This is an optimization exercise on Yosys and OpenROAD, whose aim is small area, a short achievable clock period and few clock cycles, not a production implementation.
Only simulation tests tie the RTL to the original design; equivalence was not proved.
Power and IR drop assume default switching activity.

[flow/standard.sh]
#!/bin/bash
# synth_recipe.tcl (not shown) runs the flow's synth.tcl, then flattens the netlist and writes it again
# the make line also repeats each setting of config.mk as NAME=value (left out here)
make -C /OpenROAD-flow-scripts/flow DESIGN_CONFIG=/design/flow/config.mk WORK_HOME=/design/flow/orfs CLKGATE_MAP_FILE= SYNTH_SCRIPT=/design/flow/synth_recipe.tcl "${@:-finish}"
[flow/flow/run.sh]
#!/bin/bash
set -euo pipefail
bash standard.sh SETUP_SLACK_MARGIN=9.2 finish > standard_flow.log 2>&1
[flow/constraint.sdc]
create_clock -name core_clock -period 12.5 [get_ports {clk}]
set_input_delay 2.5000 -clock core_clock [delete_from_list [all_inputs] [get_ports {clk}]]
set_output_delay 2.5000 -clock core_clock [all_outputs]
set_load 0.01 [all_outputs]
[flow/design.v]
module CONVCOR(clk, rst_n, in_valid, in_a, in_b, in_mode, out_valid, out);
input clk, rst_n, in_valid, in_mode;
input [15:0] in_a, in_b;
output reg out_valid;
output reg signed [35:0] out;
reg m;
reg [3:0] cnt;
reg acc;
wire idle = (cnt == 4'd0);
wire mm = idle ? in_mode : m;
wire last = m ? (cnt == 4'd5) : (cnt == 4'd11);
wire [3:0] ncnt = idle ? {3'd0, in_valid} : (last ? 4'd0 : cnt + 4'd1);
reg [15:0] A1, A2, A3, B1, B2, B3;
wire shift = (cnt[3:2] == 2'b00) && (cnt[1:0] != 2'b11);
always @(posedge clk) begin
  A1 <= shift ? in_a : A3; A2 <= A1; A3 <= A2;
  B1 <= shift ? in_b : B3; B2 <= B1; B3 <= B2;
end
reg [2:0] nax, nay;
reg npx, npy, nacc, nvalid;
always @(*) begin
  nax = 3'b000; nay = 3'b000; npx = 1'b1; npy = 1'b1; nacc = 1'b0; nvalid = 1'b0;
  if (m) begin
    nacc = (cnt == 4'd1) || (cnt == 4'd2);
    nvalid = (cnt == 4'd4);
  end else begin
    case (cnt)
      4'd1: begin npx = 1'b0; npy = 1'b0; nax = 3'b001; nay = 3'b010; end
      4'd2: begin npx = 1'b0; npy = 1'b0; nax = 3'b100; nay = 3'b001; end
      4'd3: begin npx = 1'b0; npy = 1'b0; nax = 3'b100; nay = 3'b100; end
      4'd4: begin npx = 1'b0; npy = 1'b0; nax = 3'b100; nay = 3'b010; end
      4'd5: begin npx = 1'b0; npy = 1'b0; nax = 3'b010; nay = 3'b001; end
      4'd6: begin npx = 1'b0; npy = 1'b0; nax = 3'b010; nay = 3'b100; end
      4'd7: begin npx = 1'b0; npy = 1'b0; nax = 3'b100; nay = 3'b100; end
      default: ;
    endcase
    nacc = (cnt == 4'd2) || (cnt == 4'd4) || (cnt == 4'd5) || (cnt == 4'd7);
    nvalid = (cnt == 4'd2) || (cnt == 4'd4) || (cnt == 4'd7) || (cnt == 4'd9) || (cnt == 4'd10);
  end
  if (idle) begin
    nax = 3'b000; nay = 3'b000; npx = 1'b1; npy = 1'b1; nacc = 1'b0; nvalid = 1'b0;
  end
end
reg [2:0] ax, ay;
reg px, py;
always @(posedge clk) begin
  if (!rst_n) begin
    px <= 1'b1; py <= 1'b1; ax <= 3'b000; ay <= 3'b000;
  end else if (idle) begin
    px <= 1'b1; py <= 1'b1; ax <= 3'b000; ay <= 3'b000;
    if (in_valid && !in_mode) begin px <= 1'b0; ax <= 3'b001; end
  end else begin
    px <= npx; py <= npy; ax <= nax; ay <= nay;
  end
end
wire [15:0] sx = ({16{ax[0]}} & A1) | ({16{ax[1]}} & A2) | ({16{ax[2]}} & A3);
wire [15:0] sy = ({16{ay[0]}} & B1) | ({16{ay[1]}} & B2) | ({16{ay[2]}} & B3);
function [11:0] benc(input [7:0] y);    
  integer k;
  reg ym;
  begin
    for (k = 0; k < 4; k = k + 1) begin
      ym = (k == 0) ? 1'b0 : y[2*k-1];
      benc[k] = y[2*k] ^ ym;
      benc[4+k] = (y[2*k+1] & ~y[2*k] & ~ym) | (~y[2*k+1] & y[2*k] & ym);
      benc[8+k] = y[2*k+1];
    end
  end
endfunction
wire [11:0] er_pin = benc(in_b[15:8]), ei_pin = benc(in_b[7:0]);
wire [11:0] er_st = benc(sy[15:8]), ei_st = benc(sy[7:0]);
wire [11:0] ner = py ? er_pin : er_st;
wire [11:0] nei = py ? ei_pin : ei_st;
wire [15:0] nx = px ? in_a : sx;
reg [7:0] xr, xi;
reg [3:0] r_one, r_two, r_neg, i_one, i_two, i_nre, i_nim;
always @(posedge clk) begin
  xr <= nx[15:8]; xi <= nx[7:0];
  r_one <= ner[3:0]; r_two <= ner[7:4]; r_neg <= ner[11:8];
  i_one <= nei[3:0]; i_two <= nei[7:4];
  i_nre <= nei[11:8] ^ {4{~mm}};
  i_nim <= nei[11:8] ^ {4{mm}};
end
always @(posedge clk) begin
  if (!rst_n) begin
    cnt <= 4'd0;
    out_valid <= 1'b0;
    acc <= 1'b0;
  end else begin
    cnt <= ncnt;
    m <= mm;
    out_valid <= nvalid;
    acc <= nacc;
  end
end
reg [17:0] cre0, cre1, cim0, cim1;
reg acc2;
wire prr_p0_0 = (r_one[0] & xr[0]) ^ r_neg[0];
wire prr_p0_1 = ((r_one[0] & xr[1]) | (r_two[0] & xr[0])) ^ r_neg[0];
wire prr_p0_2 = ((r_one[0] & xr[2]) | (r_two[0] & xr[1])) ^ r_neg[0];
wire prr_p0_3 = ((r_one[0] & xr[3]) | (r_two[0] & xr[2])) ^ r_neg[0];
wire prr_p0_4 = ((r_one[0] & xr[4]) | (r_two[0] & xr[3])) ^ r_neg[0];
wire prr_p0_5 = ((r_one[0] & xr[5]) | (r_two[0] & xr[4])) ^ r_neg[0];
wire prr_p0_6 = ((r_one[0] & xr[6]) | (r_two[0] & xr[5])) ^ r_neg[0];
wire prr_p0_7 = ((r_one[0] & xr[7]) | (r_two[0] & xr[6])) ^ r_neg[0];
wire prr_p0_8 = ((r_one[0] & xr[7]) | (r_two[0] & xr[7])) ^ r_neg[0];
wire prr_p1_0 = (r_one[1] & xr[0]) ^ r_neg[1];
wire prr_p1_1 = ((r_one[1] & xr[1]) | (r_two[1] & xr[0])) ^ r_neg[1];
wire prr_p1_2 = ((r_one[1] & xr[2]) | (r_two[1] & xr[1])) ^ r_neg[1];
wire prr_p1_3 = ((r_one[1] & xr[3]) | (r_two[1] & xr[2])) ^ r_neg[1];
wire prr_p1_4 = ((r_one[1] & xr[4]) | (r_two[1] & xr[3])) ^ r_neg[1];
wire prr_p1_5 = ((r_one[1] & xr[5]) | (r_two[1] & xr[4])) ^ r_neg[1];
wire prr_p1_6 = ((r_one[1] & xr[6]) | (r_two[1] & xr[5])) ^ r_neg[1];
wire prr_p1_7 = ((r_one[1] & xr[7]) | (r_two[1] & xr[6])) ^ r_neg[1];
wire prr_p1_8 = ((r_one[1] & xr[7]) | (r_two[1] & xr[7])) ^ r_neg[1];
wire prr_p2_0 = (r_one[2] & xr[0]) ^ r_neg[2];
wire prr_p2_1 = ((r_one[2] & xr[1]) | (r_two[2] & xr[0])) ^ r_neg[2];
wire prr_p2_2 = ((r_one[2] & xr[2]) | (r_two[2] & xr[1])) ^ r_neg[2];
wire prr_p2_3 = ((r_one[2] & xr[3]) | (r_two[2] & xr[2])) ^ r_neg[2];
wire prr_p2_4 = ((r_one[2] & xr[4]) | (r_two[2] & xr[3])) ^ r_neg[2];
wire prr_p2_5 = ((r_one[2] & xr[5]) | (r_two[2] & xr[4])) ^ r_neg[2];
wire prr_p2_6 = ((r_one[2] & xr[6]) | (r_two[2] & xr[5])) ^ r_neg[2];
wire prr_p2_7 = ((r_one[2] & xr[7]) | (r_two[2] & xr[6])) ^ r_neg[2];
wire prr_p2_8 = ((r_one[2] & xr[7]) | (r_two[2] & xr[7])) ^ r_neg[2];
wire prr_p3_0 = (r_one[3] & xr[0]) ^ r_neg[3];
wire prr_p3_1 = ((r_one[3] & xr[1]) | (r_two[3] & xr[0])) ^ r_neg[3];
wire prr_p3_2 = ((r_one[3] & xr[2]) | (r_two[3] & xr[1])) ^ r_neg[3];
wire prr_p3_3 = ((r_one[3] & xr[3]) | (r_two[3] & xr[2])) ^ r_neg[3];
wire prr_p3_4 = ((r_one[3] & xr[4]) | (r_two[3] & xr[3])) ^ r_neg[3];
wire prr_p3_5 = ((r_one[3] & xr[5]) | (r_two[3] & xr[4])) ^ r_neg[3];
wire prr_p3_6 = ((r_one[3] & xr[6]) | (r_two[3] & xr[5])) ^ r_neg[3];
wire prr_p3_7 = ((r_one[3] & xr[7]) | (r_two[3] & xr[6])) ^ r_neg[3];
wire prr_p3_8 = ((r_one[3] & xr[7]) | (r_two[3] & xr[7])) ^ r_neg[3];
wire pii_p0_0 = (i_one[0] & xi[0]) ^ i_nre[0];
wire pii_p0_1 = ((i_one[0] & xi[1]) | (i_two[0] & xi[0])) ^ i_nre[0];
wire pii_p0_2 = ((i_one[0] & xi[2]) | (i_two[0] & xi[1])) ^ i_nre[0];
wire pii_p0_3 = ((i_one[0] & xi[3]) | (i_two[0] & xi[2])) ^ i_nre[0];
wire pii_p0_4 = ((i_one[0] & xi[4]) | (i_two[0] & xi[3])) ^ i_nre[0];
wire pii_p0_5 = ((i_one[0] & xi[5]) | (i_two[0] & xi[4])) ^ i_nre[0];
wire pii_p0_6 = ((i_one[0] & xi[6]) | (i_two[0] & xi[5])) ^ i_nre[0];
wire pii_p0_7 = ((i_one[0] & xi[7]) | (i_two[0] & xi[6])) ^ i_nre[0];
wire pii_p0_8 = ((i_one[0] & xi[7]) | (i_two[0] & xi[7])) ^ i_nre[0];
wire pii_p1_0 = (i_one[1] & xi[0]) ^ i_nre[1];
wire pii_p1_1 = ((i_one[1] & xi[1]) | (i_two[1] & xi[0])) ^ i_nre[1];
wire pii_p1_2 = ((i_one[1] & xi[2]) | (i_two[1] & xi[1])) ^ i_nre[1];
wire pii_p1_3 = ((i_one[1] & xi[3]) | (i_two[1] & xi[2])) ^ i_nre[1];
wire pii_p1_4 = ((i_one[1] & xi[4]) | (i_two[1] & xi[3])) ^ i_nre[1];
wire pii_p1_5 = ((i_one[1] & xi[5]) | (i_two[1] & xi[4])) ^ i_nre[1];
wire pii_p1_6 = ((i_one[1] & xi[6]) | (i_two[1] & xi[5])) ^ i_nre[1];
wire pii_p1_7 = ((i_one[1] & xi[7]) | (i_two[1] & xi[6])) ^ i_nre[1];
wire pii_p1_8 = ((i_one[1] & xi[7]) | (i_two[1] & xi[7])) ^ i_nre[1];
wire pii_p2_0 = (i_one[2] & xi[0]) ^ i_nre[2];
wire pii_p2_1 = ((i_one[2] & xi[1]) | (i_two[2] & xi[0])) ^ i_nre[2];
wire pii_p2_2 = ((i_one[2] & xi[2]) | (i_two[2] & xi[1])) ^ i_nre[2];
wire pii_p2_3 = ((i_one[2] & xi[3]) | (i_two[2] & xi[2])) ^ i_nre[2];
wire pii_p2_4 = ((i_one[2] & xi[4]) | (i_two[2] & xi[3])) ^ i_nre[2];
wire pii_p2_5 = ((i_one[2] & xi[5]) | (i_two[2] & xi[4])) ^ i_nre[2];
wire pii_p2_6 = ((i_one[2] & xi[6]) | (i_two[2] & xi[5])) ^ i_nre[2];
wire pii_p2_7 = ((i_one[2] & xi[7]) | (i_two[2] & xi[6])) ^ i_nre[2];
wire pii_p2_8 = ((i_one[2] & xi[7]) | (i_two[2] & xi[7])) ^ i_nre[2];
wire pii_p3_0 = (i_one[3] & xi[0]) ^ i_nre[3];
wire pii_p3_1 = ((i_one[3] & xi[1]) | (i_two[3] & xi[0])) ^ i_nre[3];
wire pii_p3_2 = ((i_one[3] & xi[2]) | (i_two[3] & xi[1])) ^ i_nre[3];
wire pii_p3_3 = ((i_one[3] & xi[3]) | (i_two[3] & xi[2])) ^ i_nre[3];
wire pii_p3_4 = ((i_one[3] & xi[4]) | (i_two[3] & xi[3])) ^ i_nre[3];
wire pii_p3_5 = ((i_one[3] & xi[5]) | (i_two[3] & xi[4])) ^ i_nre[3];
wire pii_p3_6 = ((i_one[3] & xi[6]) | (i_two[3] & xi[5])) ^ i_nre[3];
wire pii_p3_7 = ((i_one[3] & xi[7]) | (i_two[3] & xi[6])) ^ i_nre[3];
wire pii_p3_8 = ((i_one[3] & xi[7]) | (i_two[3] & xi[7])) ^ i_nre[3];
wire pri_p0_0 = (i_one[0] & xr[0]) ^ i_nim[0];
wire pri_p0_1 = ((i_one[0] & xr[1]) | (i_two[0] & xr[0])) ^ i_nim[0];
wire pri_p0_2 = ((i_one[0] & xr[2]) | (i_two[0] & xr[1])) ^ i_nim[0];
wire pri_p0_3 = ((i_one[0] & xr[3]) | (i_two[0] & xr[2])) ^ i_nim[0];
wire pri_p0_4 = ((i_one[0] & xr[4]) | (i_two[0] & xr[3])) ^ i_nim[0];
wire pri_p0_5 = ((i_one[0] & xr[5]) | (i_two[0] & xr[4])) ^ i_nim[0];
wire pri_p0_6 = ((i_one[0] & xr[6]) | (i_two[0] & xr[5])) ^ i_nim[0];
wire pri_p0_7 = ((i_one[0] & xr[7]) | (i_two[0] & xr[6])) ^ i_nim[0];
wire pri_p0_8 = ((i_one[0] & xr[7]) | (i_two[0] & xr[7])) ^ i_nim[0];
wire pri_p1_0 = (i_one[1] & xr[0]) ^ i_nim[1];
wire pri_p1_1 = ((i_one[1] & xr[1]) | (i_two[1] & xr[0])) ^ i_nim[1];
wire pri_p1_2 = ((i_one[1] & xr[2]) | (i_two[1] & xr[1])) ^ i_nim[1];
wire pri_p1_3 = ((i_one[1] & xr[3]) | (i_two[1] & xr[2])) ^ i_nim[1];
wire pri_p1_4 = ((i_one[1] & xr[4]) | (i_two[1] & xr[3])) ^ i_nim[1];
wire pri_p1_5 = ((i_one[1] & xr[5]) | (i_two[1] & xr[4])) ^ i_nim[1];
wire pri_p1_6 = ((i_one[1] & xr[6]) | (i_two[1] & xr[5])) ^ i_nim[1];
wire pri_p1_7 = ((i_one[1] & xr[7]) | (i_two[1] & xr[6])) ^ i_nim[1];
wire pri_p1_8 = ((i_one[1] & xr[7]) | (i_two[1] & xr[7])) ^ i_nim[1];
wire pri_p2_0 = (i_one[2] & xr[0]) ^ i_nim[2];
wire pri_p2_1 = ((i_one[2] & xr[1]) | (i_two[2] & xr[0])) ^ i_nim[2];
wire pri_p2_2 = ((i_one[2] & xr[2]) | (i_two[2] & xr[1])) ^ i_nim[2];
wire pri_p2_3 = ((i_one[2] & xr[3]) | (i_two[2] & xr[2])) ^ i_nim[2];
wire pri_p2_4 = ((i_one[2] & xr[4]) | (i_two[2] & xr[3])) ^ i_nim[2];
wire pri_p2_5 = ((i_one[2] & xr[5]) | (i_two[2] & xr[4])) ^ i_nim[2];
wire pri_p2_6 = ((i_one[2] & xr[6]) | (i_two[2] & xr[5])) ^ i_nim[2];
wire pri_p2_7 = ((i_one[2] & xr[7]) | (i_two[2] & xr[6])) ^ i_nim[2];
wire pri_p2_8 = ((i_one[2] & xr[7]) | (i_two[2] & xr[7])) ^ i_nim[2];
wire pri_p3_0 = (i_one[3] & xr[0]) ^ i_nim[3];
wire pri_p3_1 = ((i_one[3] & xr[1]) | (i_two[3] & xr[0])) ^ i_nim[3];
wire pri_p3_2 = ((i_one[3] & xr[2]) | (i_two[3] & xr[1])) ^ i_nim[3];
wire pri_p3_3 = ((i_one[3] & xr[3]) | (i_two[3] & xr[2])) ^ i_nim[3];
wire pri_p3_4 = ((i_one[3] & xr[4]) | (i_two[3] & xr[3])) ^ i_nim[3];
wire pri_p3_5 = ((i_one[3] & xr[5]) | (i_two[3] & xr[4])) ^ i_nim[3];
wire pri_p3_6 = ((i_one[3] & xr[6]) | (i_two[3] & xr[5])) ^ i_nim[3];
wire pri_p3_7 = ((i_one[3] & xr[7]) | (i_two[3] & xr[6])) ^ i_nim[3];
wire pri_p3_8 = ((i_one[3] & xr[7]) | (i_two[3] & xr[7])) ^ i_nim[3];
wire pir_p0_0 = (r_one[0] & xi[0]) ^ r_neg[0];
wire pir_p0_1 = ((r_one[0] & xi[1]) | (r_two[0] & xi[0])) ^ r_neg[0];
wire pir_p0_2 = ((r_one[0] & xi[2]) | (r_two[0] & xi[1])) ^ r_neg[0];
wire pir_p0_3 = ((r_one[0] & xi[3]) | (r_two[0] & xi[2])) ^ r_neg[0];
wire pir_p0_4 = ((r_one[0] & xi[4]) | (r_two[0] & xi[3])) ^ r_neg[0];
wire pir_p0_5 = ((r_one[0] & xi[5]) | (r_two[0] & xi[4])) ^ r_neg[0];
wire pir_p0_6 = ((r_one[0] & xi[6]) | (r_two[0] & xi[5])) ^ r_neg[0];
wire pir_p0_7 = ((r_one[0] & xi[7]) | (r_two[0] & xi[6])) ^ r_neg[0];
wire pir_p0_8 = ((r_one[0] & xi[7]) | (r_two[0] & xi[7])) ^ r_neg[0];
wire pir_p1_0 = (r_one[1] & xi[0]) ^ r_neg[1];
wire pir_p1_1 = ((r_one[1] & xi[1]) | (r_two[1] & xi[0])) ^ r_neg[1];
wire pir_p1_2 = ((r_one[1] & xi[2]) | (r_two[1] & xi[1])) ^ r_neg[1];
wire pir_p1_3 = ((r_one[1] & xi[3]) | (r_two[1] & xi[2])) ^ r_neg[1];
wire pir_p1_4 = ((r_one[1] & xi[4]) | (r_two[1] & xi[3])) ^ r_neg[1];
wire pir_p1_5 = ((r_one[1] & xi[5]) | (r_two[1] & xi[4])) ^ r_neg[1];
wire pir_p1_6 = ((r_one[1] & xi[6]) | (r_two[1] & xi[5])) ^ r_neg[1];
wire pir_p1_7 = ((r_one[1] & xi[7]) | (r_two[1] & xi[6])) ^ r_neg[1];
wire pir_p1_8 = ((r_one[1] & xi[7]) | (r_two[1] & xi[7])) ^ r_neg[1];
wire pir_p2_0 = (r_one[2] & xi[0]) ^ r_neg[2];
wire pir_p2_1 = ((r_one[2] & xi[1]) | (r_two[2] & xi[0])) ^ r_neg[2];
wire pir_p2_2 = ((r_one[2] & xi[2]) | (r_two[2] & xi[1])) ^ r_neg[2];
wire pir_p2_3 = ((r_one[2] & xi[3]) | (r_two[2] & xi[2])) ^ r_neg[2];
wire pir_p2_4 = ((r_one[2] & xi[4]) | (r_two[2] & xi[3])) ^ r_neg[2];
wire pir_p2_5 = ((r_one[2] & xi[5]) | (r_two[2] & xi[4])) ^ r_neg[2];
wire pir_p2_6 = ((r_one[2] & xi[6]) | (r_two[2] & xi[5])) ^ r_neg[2];
wire pir_p2_7 = ((r_one[2] & xi[7]) | (r_two[2] & xi[6])) ^ r_neg[2];
wire pir_p2_8 = ((r_one[2] & xi[7]) | (r_two[2] & xi[7])) ^ r_neg[2];
wire pir_p3_0 = (r_one[3] & xi[0]) ^ r_neg[3];
wire pir_p3_1 = ((r_one[3] & xi[1]) | (r_two[3] & xi[0])) ^ r_neg[3];
wire pir_p3_2 = ((r_one[3] & xi[2]) | (r_two[3] & xi[1])) ^ r_neg[3];
wire pir_p3_3 = ((r_one[3] & xi[3]) | (r_two[3] & xi[2])) ^ r_neg[3];
wire pir_p3_4 = ((r_one[3] & xi[4]) | (r_two[3] & xi[3])) ^ r_neg[3];
wire pir_p3_5 = ((r_one[3] & xi[5]) | (r_two[3] & xi[4])) ^ r_neg[3];
wire pir_p3_6 = ((r_one[3] & xi[6]) | (r_two[3] & xi[5])) ^ r_neg[3];
wire pir_p3_7 = ((r_one[3] & xi[7]) | (r_two[3] & xi[6])) ^ r_neg[3];
wire pir_p3_8 = ((r_one[3] & xi[7]) | (r_two[3] & xi[7])) ^ r_neg[3];
wire tre_w1 = prr_p0_6 ^ prr_p1_4;
wire tre_w2 = prr_p0_6 & prr_p1_4;
wire tre_w3 = prr_p0_4 ^ prr_p1_2 ^ prr_p2_0;
wire tre_w4 = (prr_p0_4 & prr_p1_2) | (prr_p0_4 & prr_p2_0) | (prr_p1_2 & prr_p2_0);
wire tre_w5 = prr_p0_5 ^ prr_p1_3;
wire tre_w6 = prr_p0_5 & prr_p1_3;
wire tre_w7 = tre_w1 ^ prr_p2_2 ^ prr_p3_0;
wire tre_w8 = (tre_w1 & prr_p2_2) | (tre_w1 & prr_p3_0) | (prr_p2_2 & prr_p3_0);
wire tre_w9 = r_neg[3] ^ pii_p0_6 ^ pii_p1_4;
wire tre_w10 = (r_neg[3] & pii_p0_6) | (r_neg[3] & pii_p1_4) | (pii_p0_6 & pii_p1_4);
wire tre_w11 = tre_w2 ^ prr_p0_7 ^ prr_p1_5;
wire tre_w12 = (tre_w2 & prr_p0_7) | (tre_w2 & prr_p1_5) | (prr_p0_7 & prr_p1_5);
wire tre_w13 = prr_p2_3 ^ prr_p3_1 ^ pii_p0_7;
wire tre_w14 = (prr_p2_3 & prr_p3_1) | (prr_p2_3 & pii_p0_7) | (prr_p3_1 & pii_p0_7);
wire tre_w15 = pii_p1_5 ^ pii_p2_3;
wire tre_w16 = pii_p1_5 & pii_p2_3;
wire tre_w17 = ~(prr_p0_8) ^ prr_p1_6 ^ prr_p2_4;
wire tre_w18 = (~(prr_p0_8) & prr_p1_6) | (~(prr_p0_8) & prr_p2_4) | (prr_p1_6 & prr_p2_4);
wire tre_w19 = prr_p3_2 ^ ~(pii_p0_8) ^ pii_p1_6;
wire tre_w20 = (prr_p3_2 & ~(pii_p0_8)) | (prr_p3_2 & pii_p1_6) | (~(pii_p0_8) & pii_p1_6);
wire tre_w21 = pii_p2_4 ^ pii_p3_2;
wire tre_w22 = pii_p2_4 & pii_p3_2;
wire tre_w23 = prr_p1_7 ^ prr_p2_5 ^ prr_p3_3;
wire tre_w24 = (prr_p1_7 & prr_p2_5) | (prr_p1_7 & prr_p3_3) | (prr_p2_5 & prr_p3_3);
wire tre_w25 = pii_p1_7 ^ pii_p2_5 ^ pii_p3_3;
wire tre_w26 = (pii_p1_7 & pii_p2_5) | (pii_p1_7 & pii_p3_3) | (pii_p2_5 & pii_p3_3);
wire tre_w27 = ~(prr_p1_8) ^ prr_p2_6 ^ prr_p3_4;
wire tre_w28 = (~(prr_p1_8) & prr_p2_6) | (~(prr_p1_8) & prr_p3_4) | (prr_p2_6 & prr_p3_4);
wire tre_w29 = ~(pii_p1_8) ^ pii_p2_6;
wire tre_w30 = ~(pii_p1_8) & pii_p2_6;
wire tre_w31 = prr_p0_2 ^ prr_p1_0 ^ r_neg[1];
wire tre_w32 = (prr_p0_2 & prr_p1_0) | (prr_p0_2 & r_neg[1]) | (prr_p1_0 & r_neg[1]);
wire tre_w33 = prr_p0_3 ^ prr_p1_1;
wire tre_w34 = prr_p0_3 & prr_p1_1;
wire tre_w35 = tre_w3 ^ r_neg[2] ^ pii_p0_4;
wire tre_w36 = (tre_w3 & r_neg[2]) | (tre_w3 & pii_p0_4) | (r_neg[2] & pii_p0_4);
wire tre_w37 = pii_p1_2 ^ pii_p2_0;
wire tre_w38 = pii_p1_2 & pii_p2_0;
wire tre_w39 = tre_w4 ^ tre_w5 ^ prr_p2_1;
wire tre_w40 = (tre_w4 & tre_w5) | (tre_w4 & prr_p2_1) | (tre_w5 & prr_p2_1);
wire tre_w41 = pii_p0_5 ^ pii_p1_3 ^ pii_p2_1;
wire tre_w42 = (pii_p0_5 & pii_p1_3) | (pii_p0_5 & pii_p2_1) | (pii_p1_3 & pii_p2_1);
wire tre_w43 = tre_w6 ^ tre_w7 ^ tre_w9;
wire tre_w44 = (tre_w6 & tre_w7) | (tre_w6 & tre_w9) | (tre_w7 & tre_w9);
wire tre_w45 = pii_p2_2 ^ pii_p3_0 ^ i_nre[3];
wire tre_w46 = (pii_p2_2 & pii_p3_0) | (pii_p2_2 & i_nre[3]) | (pii_p3_0 & i_nre[3]);
wire tre_w47 = tre_w8 ^ tre_w10 ^ tre_w11;
wire tre_w48 = (tre_w8 & tre_w10) | (tre_w8 & tre_w11) | (tre_w10 & tre_w11);
wire tre_w49 = tre_w13 ^ tre_w15 ^ pii_p3_1;
wire tre_w50 = (tre_w13 & tre_w15) | (tre_w13 & pii_p3_1) | (tre_w15 & pii_p3_1);
wire tre_w51 = tre_w12 ^ tre_w14 ^ tre_w16;
wire tre_w52 = (tre_w12 & tre_w14) | (tre_w12 & tre_w16) | (tre_w14 & tre_w16);
wire tre_w53 = tre_w17 ^ tre_w19 ^ tre_w21;
wire tre_w54 = (tre_w17 & tre_w19) | (tre_w17 & tre_w21) | (tre_w19 & tre_w21);
wire tre_w55 = tre_w18 ^ tre_w20 ^ tre_w22;
wire tre_w56 = (tre_w18 & tre_w20) | (tre_w18 & tre_w22) | (tre_w20 & tre_w22);
wire tre_w57 = tre_w23 ^ tre_w25 ^ 1'b1;
wire tre_w58 = (tre_w23 & tre_w25) | (tre_w23 & 1'b1) | (tre_w25 & 1'b1);
wire tre_w59 = tre_w24 ^ tre_w26 ^ tre_w27;
wire tre_w60 = (tre_w24 & tre_w26) | (tre_w24 & tre_w27) | (tre_w26 & tre_w27);
wire tre_w61 = tre_w29 ^ pii_p3_4 ^ 1'b1;
wire tre_w62 = (tre_w29 & pii_p3_4) | (tre_w29 & 1'b1) | (pii_p3_4 & 1'b1);
wire tre_w63 = tre_w28 ^ tre_w30 ^ prr_p2_7;
wire tre_w64 = (tre_w28 & tre_w30) | (tre_w28 & prr_p2_7) | (tre_w30 & prr_p2_7);
wire tre_w65 = prr_p3_5 ^ pii_p2_7 ^ pii_p3_5;
wire tre_w66 = (prr_p3_5 & pii_p2_7) | (prr_p3_5 & pii_p3_5) | (pii_p2_7 & pii_p3_5);
wire tre_w67 = ~(prr_p2_8) ^ prr_p3_6 ^ ~(pii_p2_8);
wire tre_w68 = (~(prr_p2_8) & prr_p3_6) | (~(prr_p2_8) & ~(pii_p2_8)) | (prr_p3_6 & ~(pii_p2_8));
wire tre_w69 = pii_p3_6 ^ 1'b1;
wire tre_w70 = pii_p3_6 & 1'b1;
wire tre_w71 = prr_p0_0 ^ r_neg[0];
wire tre_w72 = prr_p0_0 & r_neg[0];
wire tre_w73 = tre_w31 ^ pii_p0_2;
wire tre_w74 = tre_w31 & pii_p0_2;
wire tre_w75 = tre_w32 ^ tre_w33 ^ pii_p0_3;
wire tre_w76 = (tre_w32 & tre_w33) | (tre_w32 & pii_p0_3) | (tre_w33 & pii_p0_3);
wire tre_w77 = tre_w34 ^ tre_w35 ^ tre_w37;
wire tre_w78 = (tre_w34 & tre_w35) | (tre_w34 & tre_w37) | (tre_w35 & tre_w37);
wire tre_w79 = tre_w36 ^ tre_w38 ^ tre_w39;
wire tre_w80 = (tre_w36 & tre_w38) | (tre_w36 & tre_w39) | (tre_w38 & tre_w39);
wire tre_w81 = tre_w40 ^ tre_w42 ^ tre_w43;
wire tre_w82 = (tre_w40 & tre_w42) | (tre_w40 & tre_w43) | (tre_w42 & tre_w43);
wire tre_w83 = tre_w44 ^ tre_w46 ^ tre_w47;
wire tre_w84 = (tre_w44 & tre_w46) | (tre_w44 & tre_w47) | (tre_w46 & tre_w47);
wire tre_w85 = tre_w48 ^ tre_w50 ^ tre_w51;
wire tre_w86 = (tre_w48 & tre_w50) | (tre_w48 & tre_w51) | (tre_w50 & tre_w51);
wire tre_w87 = tre_w52 ^ tre_w54 ^ tre_w55;
wire tre_w88 = (tre_w52 & tre_w54) | (tre_w52 & tre_w55) | (tre_w54 & tre_w55);
wire tre_w89 = tre_w56 ^ tre_w58 ^ tre_w59;
wire tre_w90 = (tre_w56 & tre_w58) | (tre_w56 & tre_w59) | (tre_w58 & tre_w59);
wire tre_w91 = tre_w60 ^ tre_w62 ^ tre_w63;
wire tre_w92 = (tre_w60 & tre_w62) | (tre_w60 & tre_w63) | (tre_w62 & tre_w63);
wire tre_w93 = tre_w64 ^ tre_w66 ^ tre_w67;
wire tre_w94 = (tre_w64 & tre_w66) | (tre_w64 & tre_w67) | (tre_w66 & tre_w67);
wire tre_w95 = tre_w68 ^ tre_w70 ^ prr_p3_7;
wire tre_w96 = (tre_w68 & tre_w70) | (tre_w68 & prr_p3_7) | (tre_w70 & prr_p3_7);
wire tre_w97 = ~(prr_p3_8) ^ ~(pii_p3_8);
wire tre_w98 = ~(prr_p3_8) & ~(pii_p3_8);
wire tre_w99 = tre_w71 ^ pii_p0_0;
wire tre_w100 = tre_w71 & pii_p0_0;
wire tre_w101 = tre_w72 ^ prr_p0_1 ^ pii_p0_1;
wire tre_w102 = (tre_w72 & prr_p0_1) | (tre_w72 & pii_p0_1) | (prr_p0_1 & pii_p0_1);
wire tre_w103 = tre_w73 ^ pii_p1_0 ^ i_nre[1];
wire tre_w104 = (tre_w73 & pii_p1_0) | (tre_w73 & i_nre[1]) | (pii_p1_0 & i_nre[1]);
wire tre_w105 = tre_w74 ^ tre_w75 ^ pii_p1_1;
wire tre_w106 = (tre_w74 & tre_w75) | (tre_w74 & pii_p1_1) | (tre_w75 & pii_p1_1);
wire tre_w107 = tre_w76 ^ tre_w77 ^ i_nre[2];
wire tre_w108 = (tre_w76 & tre_w77) | (tre_w76 & i_nre[2]) | (tre_w77 & i_nre[2]);
wire tre_w109 = tre_w78 ^ tre_w79 ^ tre_w41;
wire tre_w110 = (tre_w78 & tre_w79) | (tre_w78 & tre_w41) | (tre_w79 & tre_w41);
wire tre_w111 = tre_w80 ^ tre_w81 ^ tre_w45;
wire tre_w112 = (tre_w80 & tre_w81) | (tre_w80 & tre_w45) | (tre_w81 & tre_w45);
wire tre_w113 = tre_w82 ^ tre_w83 ^ tre_w49;
wire tre_w114 = (tre_w82 & tre_w83) | (tre_w82 & tre_w49) | (tre_w83 & tre_w49);
wire tre_w115 = tre_w84 ^ tre_w85 ^ tre_w53;
wire tre_w116 = (tre_w84 & tre_w85) | (tre_w84 & tre_w53) | (tre_w85 & tre_w53);
wire tre_w117 = tre_w86 ^ tre_w87 ^ tre_w57;
wire tre_w118 = (tre_w86 & tre_w87) | (tre_w86 & tre_w57) | (tre_w87 & tre_w57);
wire tre_w119 = tre_w88 ^ tre_w89 ^ tre_w61;
wire tre_w120 = (tre_w88 & tre_w89) | (tre_w88 & tre_w61) | (tre_w89 & tre_w61);
wire tre_w121 = tre_w90 ^ tre_w91 ^ tre_w65;
wire tre_w122 = (tre_w90 & tre_w91) | (tre_w90 & tre_w65) | (tre_w91 & tre_w65);
wire tre_w123 = tre_w92 ^ tre_w93 ^ tre_w69;
wire tre_w124 = (tre_w92 & tre_w93) | (tre_w92 & tre_w69) | (tre_w93 & tre_w69);
wire tre_w125 = tre_w94 ^ tre_w95 ^ pii_p3_7;
wire tre_w126 = (tre_w94 & tre_w95) | (tre_w94 & pii_p3_7) | (tre_w95 & pii_p3_7);
wire tre_w127 = tre_w96 ^ tre_w97 ^ 1'b1;
wire tre_w128 = (tre_w96 & tre_w97) | (tre_w96 & 1'b1) | (tre_w97 & 1'b1);
wire [17:0] tre_r0 = {1'b1, 1'b1, tre_w128, tre_w126, tre_w124, tre_w122, tre_w120, tre_w118, tre_w116, tre_w114, tre_w112, tre_w110, tre_w108, tre_w106, tre_w104, tre_w102, tre_w100, tre_w99};
wire [17:0] tre_r1 = {1'b0, 1'b0, tre_w98, tre_w127, tre_w125, tre_w123, tre_w121, tre_w119, tre_w117, tre_w115, tre_w113, tre_w111, tre_w109, tre_w107, tre_w105, tre_w103, tre_w101, i_nre[0]};
wire tim_w1 = pri_p0_6 ^ pri_p1_4;
wire tim_w2 = pri_p0_6 & pri_p1_4;
wire tim_w3 = pri_p0_4 ^ pri_p1_2 ^ pri_p2_0;
wire tim_w4 = (pri_p0_4 & pri_p1_2) | (pri_p0_4 & pri_p2_0) | (pri_p1_2 & pri_p2_0);
wire tim_w5 = pri_p0_5 ^ pri_p1_3;
wire tim_w6 = pri_p0_5 & pri_p1_3;
wire tim_w7 = tim_w1 ^ pri_p2_2 ^ pri_p3_0;
wire tim_w8 = (tim_w1 & pri_p2_2) | (tim_w1 & pri_p3_0) | (pri_p2_2 & pri_p3_0);
wire tim_w9 = i_nim[3] ^ pir_p0_6 ^ pir_p1_4;
wire tim_w10 = (i_nim[3] & pir_p0_6) | (i_nim[3] & pir_p1_4) | (pir_p0_6 & pir_p1_4);
wire tim_w11 = tim_w2 ^ pri_p0_7 ^ pri_p1_5;
wire tim_w12 = (tim_w2 & pri_p0_7) | (tim_w2 & pri_p1_5) | (pri_p0_7 & pri_p1_5);
wire tim_w13 = pri_p2_3 ^ pri_p3_1 ^ pir_p0_7;
wire tim_w14 = (pri_p2_3 & pri_p3_1) | (pri_p2_3 & pir_p0_7) | (pri_p3_1 & pir_p0_7);
wire tim_w15 = pir_p1_5 ^ pir_p2_3;
wire tim_w16 = pir_p1_5 & pir_p2_3;
wire tim_w17 = ~(pri_p0_8) ^ pri_p1_6 ^ pri_p2_4;
wire tim_w18 = (~(pri_p0_8) & pri_p1_6) | (~(pri_p0_8) & pri_p2_4) | (pri_p1_6 & pri_p2_4);
wire tim_w19 = pri_p3_2 ^ ~(pir_p0_8) ^ pir_p1_6;
wire tim_w20 = (pri_p3_2 & ~(pir_p0_8)) | (pri_p3_2 & pir_p1_6) | (~(pir_p0_8) & pir_p1_6);
wire tim_w21 = pir_p2_4 ^ pir_p3_2;
wire tim_w22 = pir_p2_4 & pir_p3_2;
wire tim_w23 = pri_p1_7 ^ pri_p2_5 ^ pri_p3_3;
wire tim_w24 = (pri_p1_7 & pri_p2_5) | (pri_p1_7 & pri_p3_3) | (pri_p2_5 & pri_p3_3);
wire tim_w25 = pir_p1_7 ^ pir_p2_5 ^ pir_p3_3;
wire tim_w26 = (pir_p1_7 & pir_p2_5) | (pir_p1_7 & pir_p3_3) | (pir_p2_5 & pir_p3_3);
wire tim_w27 = ~(pri_p1_8) ^ pri_p2_6 ^ pri_p3_4;
wire tim_w28 = (~(pri_p1_8) & pri_p2_6) | (~(pri_p1_8) & pri_p3_4) | (pri_p2_6 & pri_p3_4);
wire tim_w29 = ~(pir_p1_8) ^ pir_p2_6;
wire tim_w30 = ~(pir_p1_8) & pir_p2_6;
wire tim_w31 = pri_p0_2 ^ pri_p1_0 ^ i_nim[1];
wire tim_w32 = (pri_p0_2 & pri_p1_0) | (pri_p0_2 & i_nim[1]) | (pri_p1_0 & i_nim[1]);
wire tim_w33 = pri_p0_3 ^ pri_p1_1;
wire tim_w34 = pri_p0_3 & pri_p1_1;
wire tim_w35 = tim_w3 ^ i_nim[2] ^ pir_p0_4;
wire tim_w36 = (tim_w3 & i_nim[2]) | (tim_w3 & pir_p0_4) | (i_nim[2] & pir_p0_4);
wire tim_w37 = pir_p1_2 ^ pir_p2_0;
wire tim_w38 = pir_p1_2 & pir_p2_0;
wire tim_w39 = tim_w4 ^ tim_w5 ^ pri_p2_1;
wire tim_w40 = (tim_w4 & tim_w5) | (tim_w4 & pri_p2_1) | (tim_w5 & pri_p2_1);
wire tim_w41 = pir_p0_5 ^ pir_p1_3 ^ pir_p2_1;
wire tim_w42 = (pir_p0_5 & pir_p1_3) | (pir_p0_5 & pir_p2_1) | (pir_p1_3 & pir_p2_1);
wire tim_w43 = tim_w6 ^ tim_w7 ^ tim_w9;
wire tim_w44 = (tim_w6 & tim_w7) | (tim_w6 & tim_w9) | (tim_w7 & tim_w9);
wire tim_w45 = pir_p2_2 ^ pir_p3_0 ^ r_neg[3];
wire tim_w46 = (pir_p2_2 & pir_p3_0) | (pir_p2_2 & r_neg[3]) | (pir_p3_0 & r_neg[3]);
wire tim_w47 = tim_w8 ^ tim_w10 ^ tim_w11;
wire tim_w48 = (tim_w8 & tim_w10) | (tim_w8 & tim_w11) | (tim_w10 & tim_w11);
wire tim_w49 = tim_w13 ^ tim_w15 ^ pir_p3_1;
wire tim_w50 = (tim_w13 & tim_w15) | (tim_w13 & pir_p3_1) | (tim_w15 & pir_p3_1);
wire tim_w51 = tim_w12 ^ tim_w14 ^ tim_w16;
wire tim_w52 = (tim_w12 & tim_w14) | (tim_w12 & tim_w16) | (tim_w14 & tim_w16);
wire tim_w53 = tim_w17 ^ tim_w19 ^ tim_w21;
wire tim_w54 = (tim_w17 & tim_w19) | (tim_w17 & tim_w21) | (tim_w19 & tim_w21);
wire tim_w55 = tim_w18 ^ tim_w20 ^ tim_w22;
wire tim_w56 = (tim_w18 & tim_w20) | (tim_w18 & tim_w22) | (tim_w20 & tim_w22);
wire tim_w57 = tim_w23 ^ tim_w25 ^ 1'b1;
wire tim_w58 = (tim_w23 & tim_w25) | (tim_w23 & 1'b1) | (tim_w25 & 1'b1);
wire tim_w59 = tim_w24 ^ tim_w26 ^ tim_w27;
wire tim_w60 = (tim_w24 & tim_w26) | (tim_w24 & tim_w27) | (tim_w26 & tim_w27);
wire tim_w61 = tim_w29 ^ pir_p3_4 ^ 1'b1;
wire tim_w62 = (tim_w29 & pir_p3_4) | (tim_w29 & 1'b1) | (pir_p3_4 & 1'b1);
wire tim_w63 = tim_w28 ^ tim_w30 ^ pri_p2_7;
wire tim_w64 = (tim_w28 & tim_w30) | (tim_w28 & pri_p2_7) | (tim_w30 & pri_p2_7);
wire tim_w65 = pri_p3_5 ^ pir_p2_7 ^ pir_p3_5;
wire tim_w66 = (pri_p3_5 & pir_p2_7) | (pri_p3_5 & pir_p3_5) | (pir_p2_7 & pir_p3_5);
wire tim_w67 = ~(pri_p2_8) ^ pri_p3_6 ^ ~(pir_p2_8);
wire tim_w68 = (~(pri_p2_8) & pri_p3_6) | (~(pri_p2_8) & ~(pir_p2_8)) | (pri_p3_6 & ~(pir_p2_8));
wire tim_w69 = pir_p3_6 ^ 1'b1;
wire tim_w70 = pir_p3_6 & 1'b1;
wire tim_w71 = pri_p0_0 ^ i_nim[0];
wire tim_w72 = pri_p0_0 & i_nim[0];
wire tim_w73 = tim_w31 ^ pir_p0_2;
wire tim_w74 = tim_w31 & pir_p0_2;
wire tim_w75 = tim_w32 ^ tim_w33 ^ pir_p0_3;
wire tim_w76 = (tim_w32 & tim_w33) | (tim_w32 & pir_p0_3) | (tim_w33 & pir_p0_3);
wire tim_w77 = tim_w34 ^ tim_w35 ^ tim_w37;
wire tim_w78 = (tim_w34 & tim_w35) | (tim_w34 & tim_w37) | (tim_w35 & tim_w37);
wire tim_w79 = tim_w36 ^ tim_w38 ^ tim_w39;
wire tim_w80 = (tim_w36 & tim_w38) | (tim_w36 & tim_w39) | (tim_w38 & tim_w39);
wire tim_w81 = tim_w40 ^ tim_w42 ^ tim_w43;
wire tim_w82 = (tim_w40 & tim_w42) | (tim_w40 & tim_w43) | (tim_w42 & tim_w43);
wire tim_w83 = tim_w44 ^ tim_w46 ^ tim_w47;
wire tim_w84 = (tim_w44 & tim_w46) | (tim_w44 & tim_w47) | (tim_w46 & tim_w47);
wire tim_w85 = tim_w48 ^ tim_w50 ^ tim_w51;
wire tim_w86 = (tim_w48 & tim_w50) | (tim_w48 & tim_w51) | (tim_w50 & tim_w51);
wire tim_w87 = tim_w52 ^ tim_w54 ^ tim_w55;
wire tim_w88 = (tim_w52 & tim_w54) | (tim_w52 & tim_w55) | (tim_w54 & tim_w55);
wire tim_w89 = tim_w56 ^ tim_w58 ^ tim_w59;
wire tim_w90 = (tim_w56 & tim_w58) | (tim_w56 & tim_w59) | (tim_w58 & tim_w59);
wire tim_w91 = tim_w60 ^ tim_w62 ^ tim_w63;
wire tim_w92 = (tim_w60 & tim_w62) | (tim_w60 & tim_w63) | (tim_w62 & tim_w63);
wire tim_w93 = tim_w64 ^ tim_w66 ^ tim_w67;
wire tim_w94 = (tim_w64 & tim_w66) | (tim_w64 & tim_w67) | (tim_w66 & tim_w67);
wire tim_w95 = tim_w68 ^ tim_w70 ^ pri_p3_7;
wire tim_w96 = (tim_w68 & tim_w70) | (tim_w68 & pri_p3_7) | (tim_w70 & pri_p3_7);
wire tim_w97 = ~(pri_p3_8) ^ ~(pir_p3_8);
wire tim_w98 = ~(pri_p3_8) & ~(pir_p3_8);
wire tim_w99 = tim_w71 ^ pir_p0_0;
wire tim_w100 = tim_w71 & pir_p0_0;
wire tim_w101 = tim_w72 ^ pri_p0_1 ^ pir_p0_1;
wire tim_w102 = (tim_w72 & pri_p0_1) | (tim_w72 & pir_p0_1) | (pri_p0_1 & pir_p0_1);
wire tim_w103 = tim_w73 ^ pir_p1_0 ^ r_neg[1];
wire tim_w104 = (tim_w73 & pir_p1_0) | (tim_w73 & r_neg[1]) | (pir_p1_0 & r_neg[1]);
wire tim_w105 = tim_w74 ^ tim_w75 ^ pir_p1_1;
wire tim_w106 = (tim_w74 & tim_w75) | (tim_w74 & pir_p1_1) | (tim_w75 & pir_p1_1);
wire tim_w107 = tim_w76 ^ tim_w77 ^ r_neg[2];
wire tim_w108 = (tim_w76 & tim_w77) | (tim_w76 & r_neg[2]) | (tim_w77 & r_neg[2]);
wire tim_w109 = tim_w78 ^ tim_w79 ^ tim_w41;
wire tim_w110 = (tim_w78 & tim_w79) | (tim_w78 & tim_w41) | (tim_w79 & tim_w41);
wire tim_w111 = tim_w80 ^ tim_w81 ^ tim_w45;
wire tim_w112 = (tim_w80 & tim_w81) | (tim_w80 & tim_w45) | (tim_w81 & tim_w45);
wire tim_w113 = tim_w82 ^ tim_w83 ^ tim_w49;
wire tim_w114 = (tim_w82 & tim_w83) | (tim_w82 & tim_w49) | (tim_w83 & tim_w49);
wire tim_w115 = tim_w84 ^ tim_w85 ^ tim_w53;
wire tim_w116 = (tim_w84 & tim_w85) | (tim_w84 & tim_w53) | (tim_w85 & tim_w53);
wire tim_w117 = tim_w86 ^ tim_w87 ^ tim_w57;
wire tim_w118 = (tim_w86 & tim_w87) | (tim_w86 & tim_w57) | (tim_w87 & tim_w57);
wire tim_w119 = tim_w88 ^ tim_w89 ^ tim_w61;
wire tim_w120 = (tim_w88 & tim_w89) | (tim_w88 & tim_w61) | (tim_w89 & tim_w61);
wire tim_w121 = tim_w90 ^ tim_w91 ^ tim_w65;
wire tim_w122 = (tim_w90 & tim_w91) | (tim_w90 & tim_w65) | (tim_w91 & tim_w65);
wire tim_w123 = tim_w92 ^ tim_w93 ^ tim_w69;
wire tim_w124 = (tim_w92 & tim_w93) | (tim_w92 & tim_w69) | (tim_w93 & tim_w69);
wire tim_w125 = tim_w94 ^ tim_w95 ^ pir_p3_7;
wire tim_w126 = (tim_w94 & tim_w95) | (tim_w94 & pir_p3_7) | (tim_w95 & pir_p3_7);
wire tim_w127 = tim_w96 ^ tim_w97 ^ 1'b1;
wire tim_w128 = (tim_w96 & tim_w97) | (tim_w96 & 1'b1) | (tim_w97 & 1'b1);
wire [17:0] tim_r0 = {1'b1, 1'b1, tim_w128, tim_w126, tim_w124, tim_w122, tim_w120, tim_w118, tim_w116, tim_w114, tim_w112, tim_w110, tim_w108, tim_w106, tim_w104, tim_w102, tim_w100, tim_w99};
wire [17:0] tim_r1 = {1'b0, 1'b0, tim_w98, tim_w127, tim_w125, tim_w123, tim_w121, tim_w119, tim_w117, tim_w115, tim_w113, tim_w111, tim_w109, tim_w107, tim_w105, tim_w103, tim_w101, r_neg[0]};
always @(posedge clk) begin
  cre0 <= tre_r0; cre1 <= tre_r1;
  cim0 <= tim_r0; cim1 <= tim_r1;
  acc2 <= acc;
end
wire [17:0] are = acc2 ? out[35:18] : 18'd0;
wire [17:0] aim = acc2 ? out[17:0] : 18'd0;
wire [17:0] sre = cre0 + cre1 + are;
wire [17:0] sim = cim0 + cim1 + aim;
always @(posedge clk) out <= {sre, sim};
endmodule
[flow/config.mk]
export PLATFORM = sky130hd
export DESIGN_NAME = CONVCOR
export DESIGN_NICKNAME = CONVCOR
export VERILOG_FILES = /design/flow/design.v
export SDC_FILE = /design/flow/constraint.sdc
export NUM_CORES = 4
export LEC_CHECK = 0
export CAP_MARGIN = 20
export CORE_MARGIN = 2
export CORE_UTILIZATION = 60
export CTS_BUF_LIST = sky130_fd_sc_hd__clkbuf_16
export CTS_CLUSTER_DIAMETER = 120
export CTS_CLUSTER_SIZE = 25
export SLEW_MARGIN = 20
==> results of run 1 <==
-- per-layer routing --
layer  part of all wire  vias up  wire length (um)
met5             0.0017        -                55
met4              0.019        2               618
met3              0.062       41              1980
met2               0.48      348             15300
met1               0.44     4951             14100
li1                   -     4804                 -
-- power breakdown --
group          internal [uW]  leakage [uW]  switching [uW]  total [uW]
combinational           1100       0.00485            1200        2300
sequential              1080       0.00216             183        1270
clock                    209      0.000195             264         473
total                   2390       0.00721            1650        4040
-- cell usage in the layout, fill, tap and decap left out, types with 6 or more instances in the layout --
| cell | n |
|---|---|
| dfxtp_1 | 185 |
| inv_1 | 148 |
| fa_1 | 124 |
| xnor2_1 | 119 |
| a22oi_1 | 113 |
| xor2_1 | 66 |
| nand2_1 | 64 |
| ha_1 | 60 |
| dfxtp_2 | 50 |
| a21oi_1 | 43 |
| buf_4 | 43 |
| o21ai_0 | 40 |
| nor2_1 | 38 |
| mux2_2 | 38 |
| buf_6 | 37 |
| clkdlybuf4s50_1 | 34 |
| and2_1 | 33 |
| a222oi_1 | 28 |
| mux2i_1 | 26 |
| dfxtp_4 | 20 |
| clkbuf_16 | 14 |
| and3_1 | 13 |
| a21o_1 | 10 |
| nor3_1 | 7 |
| a211oi_1 | 7 |
| nor2b_1 | 7 |
| nand3_1 | 6 |
-- worst paths after layout --
| path | cells after the start | slack [ps] | start | endpoint |
|---|---|---|---|---|
| worst max-delay path | 1 | 9040 | out[16] | out[16] |
| worst min-delay path | 0 | 330 | acc | acc2 |
| worst max register to register | 11 | 9300 | i_one[1] | cim1[6] |
| worst min register to register | 0 | 330 | acc | acc2 |
-- stage by stage --
stage	cells	power [uW]	instance area, um2	hold slack (ps)	util
floorplan	1413	2870	14700	310	-
global placement	1720	3420	15500	317	0.641
detailed placement	1720	3480	15500	315	0.641
CTS	1746	4040	16100	331	0.670
global route	1779	4500	16500	340	0.684
finish	1779	4040	16500	330	0.684
-- repair_timing --
action	4_1_cts	5_1_grt
buffers inserted	8	33
pin swaps	5	16
endpoints found under the setup margin	74	52
cloned	1	0
hold buffers	0	0
resized for setup	274	26
-- cells in the mapped netlist, drive strengths merged (2+ instances only) --
master / count
o21ai: 45
fa: 126
and2: 35
nor2: 38
nand2: 64
inv: 148
mux2i: 27
o31ai: 2
a41oi: 2
xnor2: 119
o21bai: 2
o21a: 5
a222oi: 28
dfxtp: 255
nand3: 6
o32ai: 2
ha: 62
nand4b: 3
a21oi: 45
and3: 13
a211oi: 7
buf: 7
nor3: 9
o211ai: 3
a21o: 10
a2111oi: 2
a22oi: 118
nand2b: 5
mux2: 38
a311oi: 2
nand3b: 2
a31oi: 2
nand4: 3
clkbuf: 90
nor2b: 7
xor2: 66
-- area by class of cell --
class                           instances  area (um2)  share of cell area
Inverter                              148         556              0.0337
Timing Repair Buffer                  122        1220              0.0738
Clock buffer                           14         350              0.0212
Sequential cell                       256        5270               0.320
Multi-Input combinational cell        912        8650               0.525
Tap cell                              324         405              0.0246
Clock inverter                          3        40.0             0.00243
-- cell families after synthesis --
group	count (synthesis)	share of synthesized area
buffers and inverters	245	0.0632
muxes	65	0.0478
AOI/OAI and AO/OA	281	0.136
DFF	256	0.351
adders and majority gates	188	0.226
and+or+nand+nor	193	0.0658
xor gates and xnor gates	185	0.111
-- registers in the layout (all words and copies together) (netlist names), 8 cells and up --
signal  count
A3         16
A2         16
B1         16
B2         16
cim0       16
xr          8
B3         16
out        36
cim1       16
cre1       16
xi          8
A1         16
cre0       16
==> reports/results.ini, run 1 <==
[outcome]
status = complete, no violations

[worst_setup_path]
cp_max_fo = 2
slowest_delay_ps = 340
crit_chain = buf_6
crit_family = flip-flops
criticalPathCategory = register to output pin
end_kind = output pin
slowest_stage = dfxtp_2
required_ps = 10000
arrival_ps = 960
startpoint_type = register
crit_buf_inv = 1

[sta]
max_clock_freq_ghz = 0.289
rsz0062_at_grt = true
fin_crit_sh = 0.277
setup_slack_ps = 9040
setup_violations = 0
max_slew_margin = 0.314
drv_slew = 0
fin_tns_setup_ps = 0
clock-skew-final_ps = 20.8
max_slew.worst_pin.slew_ps = 1030
finalHoldViolCount = 0
final.min_clock_period_ps = 3460

[global_routing]
grt_max_degree = 39
grt_pass1_wl_um = 52800
grt_overflow = 0
grt_util_met2 = 0.425
use_met1 = 0.353
top_usage_layer = met2
grt_pass1_vias = 10227
grtUsageTotal = 0.253
grt_use_met3 = 0.0301
grt_antenna_before_repair = 0

[job]
cap_violations = 0

[cts]
path_clk_slew_ps = 90
clock-sinks = 256
cts_tree = done
numCtsBuffers = 14
clock_latency_ps = 500
cts-root-buf = clkbuf_16
cts_max_level = 1
clk_path_buf_depth = 3

[die]
rows = 57
start_util = 0.607
dieArea_um2 = 25600
io_pins = 73
die_w_um = 160
core_area_um2 = 24100
fp.dieH_um = 160

[power]
p_per_area_nw_per_um2 = 245
p_leak_uw = 0.00721
peakVddDrop_mv = 0.131

[yosys]
synth_nets = 1637
syn_inst = 1413
async_reset_ff_frac = 0
syn_avg_cell_area_um2 = 10.3
synth_top_area_cell = dfxtp_1
synth_cell_types = 58
synth-main-ff-cell = dfxtp_1
post-synth-top-area-fraction = 0.349
synth_edf_count = 1
syn_area_um2 = 14600
ys_ff_latch = 256
synth-seq-area-share = 0.351
yosysWarnings = 1
ys_top_cells_by_area = dfxtp_1 (35%), fa_1 (17%), xnor2_1 (7.1%)

[detailed_routing]
drc = 0
wl_um = 32100
viasPerCell = 5.70
wl_per_cell_um = 18.0
postRouteAntennaNets = 0
dr.pass1.iters = 6
first_iter_violations = 841
num_vias = 10146

[worst_hold_path]
min_path_type = register to register

[layout]
num-fill-cells = 1969
drive_gt1_frac = 0.159
antenna_cells = 0
area_delta_synth_final_pct = 12.8
layout.nets = 1678

[place]
gp_congestion = 0.811
place_ws_ps = 8600
hpwl_um = 21900
place.port_buffers = 72

Testbench counts, summed over its fixed seeds: cycles 14,544.
==> inputs of run 2 (changes only) <==
==> flow/flow/run.sh (replaced) <==
#!/bin/bash
set -euo pipefail
bash standard.sh SETUP_SLACK_MARGIN=8.9 finish > standard_flow.log 2>&1
==> reports/results.ini, run 2 <==
[worst_setup_path]
crit_buf_inv = 1  ; unchanged
arrival_ps = 1050  ; +90 ps
r2r_end = cre1[6]
crit_family = flip-flops
r2r_setup_slack_ps = 9020  ; -280 ps
cp_max_fo = 2  ; unchanged
startpoint_type = register
r2r_start = xr[6]
crit_chain = clkdlybuf4s15_2
slowest_delay_ps = 350  ; about the same
slowest_stage = dfxtp_2
end_kind = output pin
crit_path_start = out[13]
reg2reg_depth = 11  ; unchanged
criticalPathCategory = register to output pin
required_ps = 10000  ; about the same

[layout]
drive_gt1_frac = 0.101  ; -0.0584
layout.nets = 1638  ; -2.4%
layout_commonest_cell = dfxtp_1
largest_reg_flops = 36  ; unchanged
top_register = out
antenna_cells = 0  ; unchanged
area_delta_synth_final_pct = 7.76
final_cell_mix = dfxtp_1 (220), inv_1 (149), fa_1 (126), xnor2_1 (119), a22oi_1 (117)

[yosys]
ys_ff_latch = 256  ; unchanged
synth_top_area_cell = dfxtp_1
post-synth-top-area-fraction = 0.349  ; unchanged
synth_edf_count = 1  ; unchanged
synth-main-ff-cell = dfxtp_1
async_reset_ff_frac = 0  ; unchanged
synth_cell_types = 58  ; unchanged
yosysWarnings = 1  ; unchanged
syn_inst = 1413  ; unchanged
syn_avg_cell_area_um2 = 10.3  ; unchanged
synth.most_common_cell = dfxtp_1
ys_top_cells_by_area = dfxtp_1 (35%), fa_1 (17%), xnor2_1 (7.1%)
synth.top_cells.by_count = dfxtp_1 (255), inv_1 (148), fa_1 (126)
synth-seq-area-share = 0.351  ; unchanged
synth_nets = 1637  ; unchanged
syn_area_um2 = 14600  ; unchanged

[global_routing]
grt_pass1_wl_um = 51700  ; -2.2%
grt_max_degree = 39  ; unchanged
grt_pass1_vias = 10055  ; -1.7%
grtUsageTotal = 0.248  ; -0.00517
grt_antenna_before_repair = 0  ; unchanged
grt_overflow = 0  ; unchanged

[sta]
rsz0062_at_grt = true
fin_hold_ws_ps = 333  ; +3.23 ps
finalHoldViolCount = 0  ; unchanged
max_slew_margin = 0.318  ; +0.00438
fin_crit_sh = 0.284  ; +0.00777
setup_violations = 0  ; unchanged
clock-skew-final_ps = 19.7  ; -1.07 ps
final.min_clock_period_ps = 3550  ; +97.1 ps
drv_slew = 0  ; unchanged
max_slew.worst_pin.slew_ps = 1020  ; -6.56 ps
fin_tns_setup_ps = 0  ; unchanged
max_clock_freq_ghz = 0.281  ; -2.7%

[cts]
cts-root-buf = clkbuf_16
path_clk_slew_ps = 90  ; about the same
cts_hold_buf = 0  ; unchanged
cts_tree = done
clock-sinks = 256  ; unchanged
clk_path_buf_depth = 3  ; unchanged
clock_latency_ps = 500  ; about the same
cts_max_level = 1  ; unchanged
numCtsBuffers = 14  ; unchanged

[place]
hpwl_um = 22200  ; +1.5%
gp_congestion = 0.852  ; +5.1%
place.port_buffers = 72  ; unchanged

[die]
die_w_um = 160  ; unchanged
rows = 57  ; unchanged
fp.dieH_um = 160  ; unchanged
start_util = 0.607  ; unchanged
io_pins = 73  ; unchanged
dieArea_um2 = 25600  ; unchanged
core_area_um2 = 24100  ; unchanged

[worst_hold_path]
hold_start = acc
min_path_type = register to register
holdPathEnd = acc2
whs_path_depth = 0  ; unchanged

[detailed_routing]
wl_um = 31300  ; -2.5%
num_vias = 9994  ; -1.5%
wl_per_cell_um = 18.0  ; -0.25%
dr.pass1.iters = 6  ; unchanged
viasPerCell = 5.75  ; +0.77%
drc = 0  ; unchanged
postRouteAntennaNets = 0  ; unchanged
first_iter_violations = 811  ; -3.6%

[power]
power_uw = 3870  ; -4.2%
p_leak_uw = 0.00689  ; -4.3%
p_per_area_nw_per_um2 = 246  ; +0.26%
peakVddDrop_mv = 0.125  ; -5.0%

[job]
cap_violations = 0  ; unchanged

[outcome]
status = complete, no violations

run 2: cell counts after synthesis:
Identical to the previous run, type by type.
run 2: worst max-delay path by stage:
stage,cells past startpoint,endpoint
6_report,1,out[13]
3_3_place_gp,4,i_nim[1]
2_1_floorplan,13,cim1[6]
3_5_place_dp,4,i_nim[0]
5_1_grt,11,cim1[6]
4_1_cts,1,out[34]
run 2: area by class of cell:
cell class / instances / area, um2
timing repair buffer: 82 / 656
clock inverter: 3 / 40.0
multi-input combinational: 912 / 8570
inverter: 148 / 556
fill: 2036 / 8350
clock buffer: 14 / 350
tap: 324 / 405
sequential: 256 / 5180
run 2: report_power, final:
group          internal [uW]  switching [uW]  total (uW)
Sequential              1070             179        1250
Combinational            987            1160        2150
Clock                    209             264         473
run 2: per-stage QoR:
step | utilization | instance area, um2 | setup slack, ps | std cells
floorplan | - | 14600 | 8920 | 1413
global placement | 0.641 | 15400 | 8670 | 1720
detailed placement | 0.641 | 15400 | 8670 | 1720
CTS | 0.658 | 15900 | 8890 | 1737
global route | 0.654 | 15800 | 8900 | 1739
finish | 0.654 | 15800 | 8950 | 1739
run 2: kinds of logic after synthesis:
family | count (synthesis) | synth area share
AO/OA/AOI/OAI | 281 | 0.136
flip-flops | 256 | 0.351
buffers and inverters | 245 | 0.0632
AND/OR/NAND/NOR | 193 | 0.0658
adder cells (fa/ha/maj) | 188 | 0.226
XOR/XNOR | 185 | 0.111
multiplexers | 65 | 0.0478
run 2: metal layers:
layer / wire (um) / GRT usage / share of wire / vias to the layer above
met5: 0 / 0 / 0 / -
met1: 13800 / 0.344 / 0.44 / 4846
met3: 2100 / 0.0366 / 0.067 / 56
met4: 838 / 0.0602 / 0.027 / 0
met2: 14500 / 0.413 / 0.46 / 361
li1: - / - / - / 4731
run 2: repair_timing:
action / 4_1_cts / 5_1_grt
resized for setup: 102 / 50
setup endpoints to repair: 42 / 46
gates cloned: 0 / 0
buffers inserted: 0 / 2
hold endpoints to repair: 0 / 0
==> inputs of run 3 (changes only) <==
==> flow/flow/run.sh (replaced) <==
#!/bin/bash
set -euo pipefail
bash standard.sh SETUP_SLACK_MARGIN=9 "BUFFER_PORTS_ARGS=-buffer_cell sky130_fd_sc_hd__buf_1" finish > standard_flow.log 2>&1
==> reports/results.ini, run 3 <==
[sta]
fin_tns_setup_ps = 0  ; unchanged
max_slew.worst_pin.slew_ps = 967  ; -54.6 ps
final.min_clock_period_ps = 3460  ; -89.9 ps
fin_hold_ws_ps = 341  ; +7.54 ps
max_clock_freq_ghz = 0.289  ; +2.6%
drv_slew = 0  ; unchanged
clock-skew-final_ps = 19.7  ; -0.0167 ps
fin_crit_sh = 0.277  ; -0.00719
setup_violations = 0  ; unchanged
rsz0062_at_grt = true
max_slew_margin = 0.355  ; +0.0364
finalHoldViolCount = 0  ; unchanged

[detailed_routing]
wl_per_cell_um = 17.8  ; -1.1%
dr.pass1.iters = 6  ; unchanged
num_vias = 9908  ; -0.86%
wl_um = 31000  ; -0.91%
first_iter_violations = 887  ; +9.4%
drc = 0  ; unchanged
viasPerCell = 5.69  ; -1.0%
postRouteAntennaNets = 0  ; unchanged

[worst_setup_path]
crit_chain = buf_2
cp_max_fo = 2  ; unchanged
arrival_ps = 960  ; -90 ps
path_depth = 1  ; unchanged
required_ps = 10000  ; about the same
end_kind = output pin
reg2reg_depth = 10  ; -1
slowest_delay_ps = 340  ; about the same
r2r_start = i_nim[0]
crit_buf_inv = 1  ; unchanged
crit_family = flip-flops
r2r_end = cim1[6]
startpoint_type = register
slowest_stage = dfxtp_1
r2r_setup_slack_ps = 9090  ; +70 ps
criticalPathCategory = register to output pin

[layout]
post-route-cell-area_um2 = 15600  ; -0.95%
final_cell_mix = dfxtp_1 (202), inv_1 (149), fa_1 (126), xnor2_1 (119), a22oi_1 (117)
layout_commonest_cell = dfxtp_1
layout.nets = 1641  ; +0.18%
area_delta_synth_final_pct = 6.74
antenna_cells = 0  ; unchanged
drive_gt1_frac = 0.117  ; +0.0160
stdcell_count = 1742  ; +0.17%
largest_reg_flops = 36  ; unchanged
post-route-util = 0.647  ; -0.00618
top_register = out

[cts]
cts-root-buf = clkbuf_16
cts_max_level = 1  ; unchanged
clk_path_buf_depth = 3  ; unchanged
cts_tree = done
clock_latency_ps = 500  ; about the same
numCtsBuffers = 14  ; unchanged
clock-sinks = 256  ; unchanged
path_clk_slew_ps = 100  ; about the same

[yosys]
syn_avg_cell_area_um2 = 10.3  ; unchanged
ys_top_cells_by_area = dfxtp_1 (35%), fa_1 (17%), xnor2_1 (7.1%)
synth.most_common_cell = dfxtp_1
post-synth-top-area-fraction = 0.349  ; unchanged
synth_top_area_cell = dfxtp_1
async_reset_ff_frac = 0  ; unchanged
synth-main-ff-cell = dfxtp_1
synth_cell_types = 58  ; unchanged
syn_inst = 1413  ; unchanged
synth-seq-area-share = 0.351  ; unchanged
synth_nets = 1637  ; unchanged
synth_edf_count = 1  ; unchanged
ys_ff_latch = 256  ; unchanged
syn_area_um2 = 14600  ; unchanged
synth.top_cells.by_count = dfxtp_1 (255), inv_1 (148), fa_1 (126)
yosysWarnings = 1  ; unchanged

[die]
dieArea_um2 = 25600  ; unchanged
start_util = 0.607  ; unchanged
die_w_um = 160  ; unchanged
core_area_um2 = 24100  ; unchanged
rows = 57  ; unchanged
fp.dieH_um = 160  ; unchanged
io_pins = 73  ; unchanged

[job]
cap_violations = 0  ; unchanged

[worst_hold_path]
min_path_type = register to register
holdPathEnd = acc2
whs_path_depth = 0  ; unchanged
hold_start = acc

[global_routing]
grt_pass1_vias = 9931  ; -1.2%
grt_max_degree = 39  ; unchanged
grt_antenna_before_repair = 0  ; unchanged
grtUsageTotal = 0.247  ; -0.00112
grt_pass1_wl_um = 51100  ; -1.1%
grt_overflow = 0  ; unchanged

[place]
place.port_buffers = 72  ; unchanged
place_area_um2 = 15000  ; -3.0%
gp_congestion = 0.861  ; +1.0%
placed_cells = 1719  ; -0.058%
hpwl_um = 22400  ; +0.88%

[power]
p_leak_uw = 0.00682  ; -1.1%
p_per_area_nw_per_um2 = 247  ; +0.55%
peakVddDrop_mv = 0.147  ; +18%

[outcome]
status = complete, no violations

==> run 3: cell count changes in the layout (fill, tap and decap cells not counted), moves of 6 or more <==
cell	delta
buf_1	+35
buf_2	+14
clkbuf_2	-12
clkdlybuf4s15_2	-6
clkdlybuf4s50_1	-35
dfxtp_1	-18
dfxtp_2	+8
dfxtp_4	+10
==> run 3: kinds of logic after synthesis <==
logic type               after synthesis  synth area share
AO/OA/AOI/OAI                        281             0.136
flip-flops                           256             0.351
buffers and inverters                245            0.0632
AND/OR/NAND/NOR                      193            0.0658
adder cells (fa/ha/maj)              188             0.226
XOR/XNOR                             185             0.111
multiplexers                          65            0.0478
==> run 3: how the worst max path moves through the flow <==
stage | from | to | slack [ps]
after floorplan | r_neg[1] | cre1[6] | 8940
after global placement | r_neg[0] | cre1[6] | 8800
after detailed placement | r_neg[0] | cre1[6] | 8770
after CTS | out[35] | out[35] | 9000
after global routing | acc2 | out[17] | 8930
final | out[11] | out[11] | 9040
==> run 3: routing by layer <==
metal  GRT usage  vias up  part of all wire
met5           0        -                 0
met4      0.0766        0             0.031
li1            -     4738                 -
met1       0.349     4833              0.45
met3      0.0330       55             0.055
met2       0.398      282              0.46
==> run 3: per-stage QoR <==
step / setup WS [ps] / total power [uW]
after global routing: 8930 / 4310
final: 9040 / 3860
after global placement: 8800 / 3340
after CTS: 9000 / 3880
after floorplan: 8940 / 2870
after detailed placement: 8770 / 3380
==> run 3: final cells by class <==
cell class / count / area [um2]
Multi-Input combinational cell: 912 / 8570
Fill cell: 2007 / 8500
Sequential cell: 256 / 5230
Inverter: 148 / 556
Timing Repair Buffer: 85 / 452
Tap cell: 324 / 405
Clock buffer: 14 / 350
Clock inverter: 3 / 40.0
==> run 3: repair_timing <==
action | 4_1_cts | 5_1_grt
endpoints found under the setup margin | 32 | 48
pin swaps | 0 | 1
buffers inserted | 2 | 4
hold buffers | 0 | 0
resized for setup | 40 | 71
==> run 3: report_power, final <==
| part | switching, uW | total [uW] | internal, uW |
|---|---|---|---|
| combinational | 1160 | 2130 | 972 |
| clock | 263 | 472 | 209 |
| sequential | 175 | 1250 | 1080 |

## afterwards: timing with drivers on the ports
The results above use ideal ports. As a check the final layouts listed here were re-extracted and re-timed, cells and wires unchanged. Step 1, drivers: a clkbuf_16 drives clk and a buf_2 each remaining input, both assumed. Step 2 times the ports against the registers' clock, not the clock port: input delays grow and output delays shrink by t, the midpoint of the rising clock arrivals with the driver on. Slacks: ideal / step 1 / step 2; pairs: ideal / step 1.
run | shift t [ns] | slack for setup (ns) | worst hold slack (ns) | slew at the worst register clock pin (ns) | worst data-port slew with drivers (ns)
run 1 | 0.542 | 9.042 / 8.994 / 8.785 | 0.330 / 0.330 / 0.330 | 0.10 / 0.10 | 0.04
run 2 | 0.540 | 8.945 / 8.898 / 8.648 | 0.333 / 0.333 / 0.333 | 0.10 / 0.10 | 0.03
run 3 | 0.540 | 9.035 / 8.988 / 8.954 | 0.341 / 0.341 / 0.341 | 0.10 / 0.10 | 0.04
After both steps every run listed still meets setup and hold. The setup slack of run 2, which loses most, moves by -0.047 ns with the drivers and by -0.297 ns with both steps.
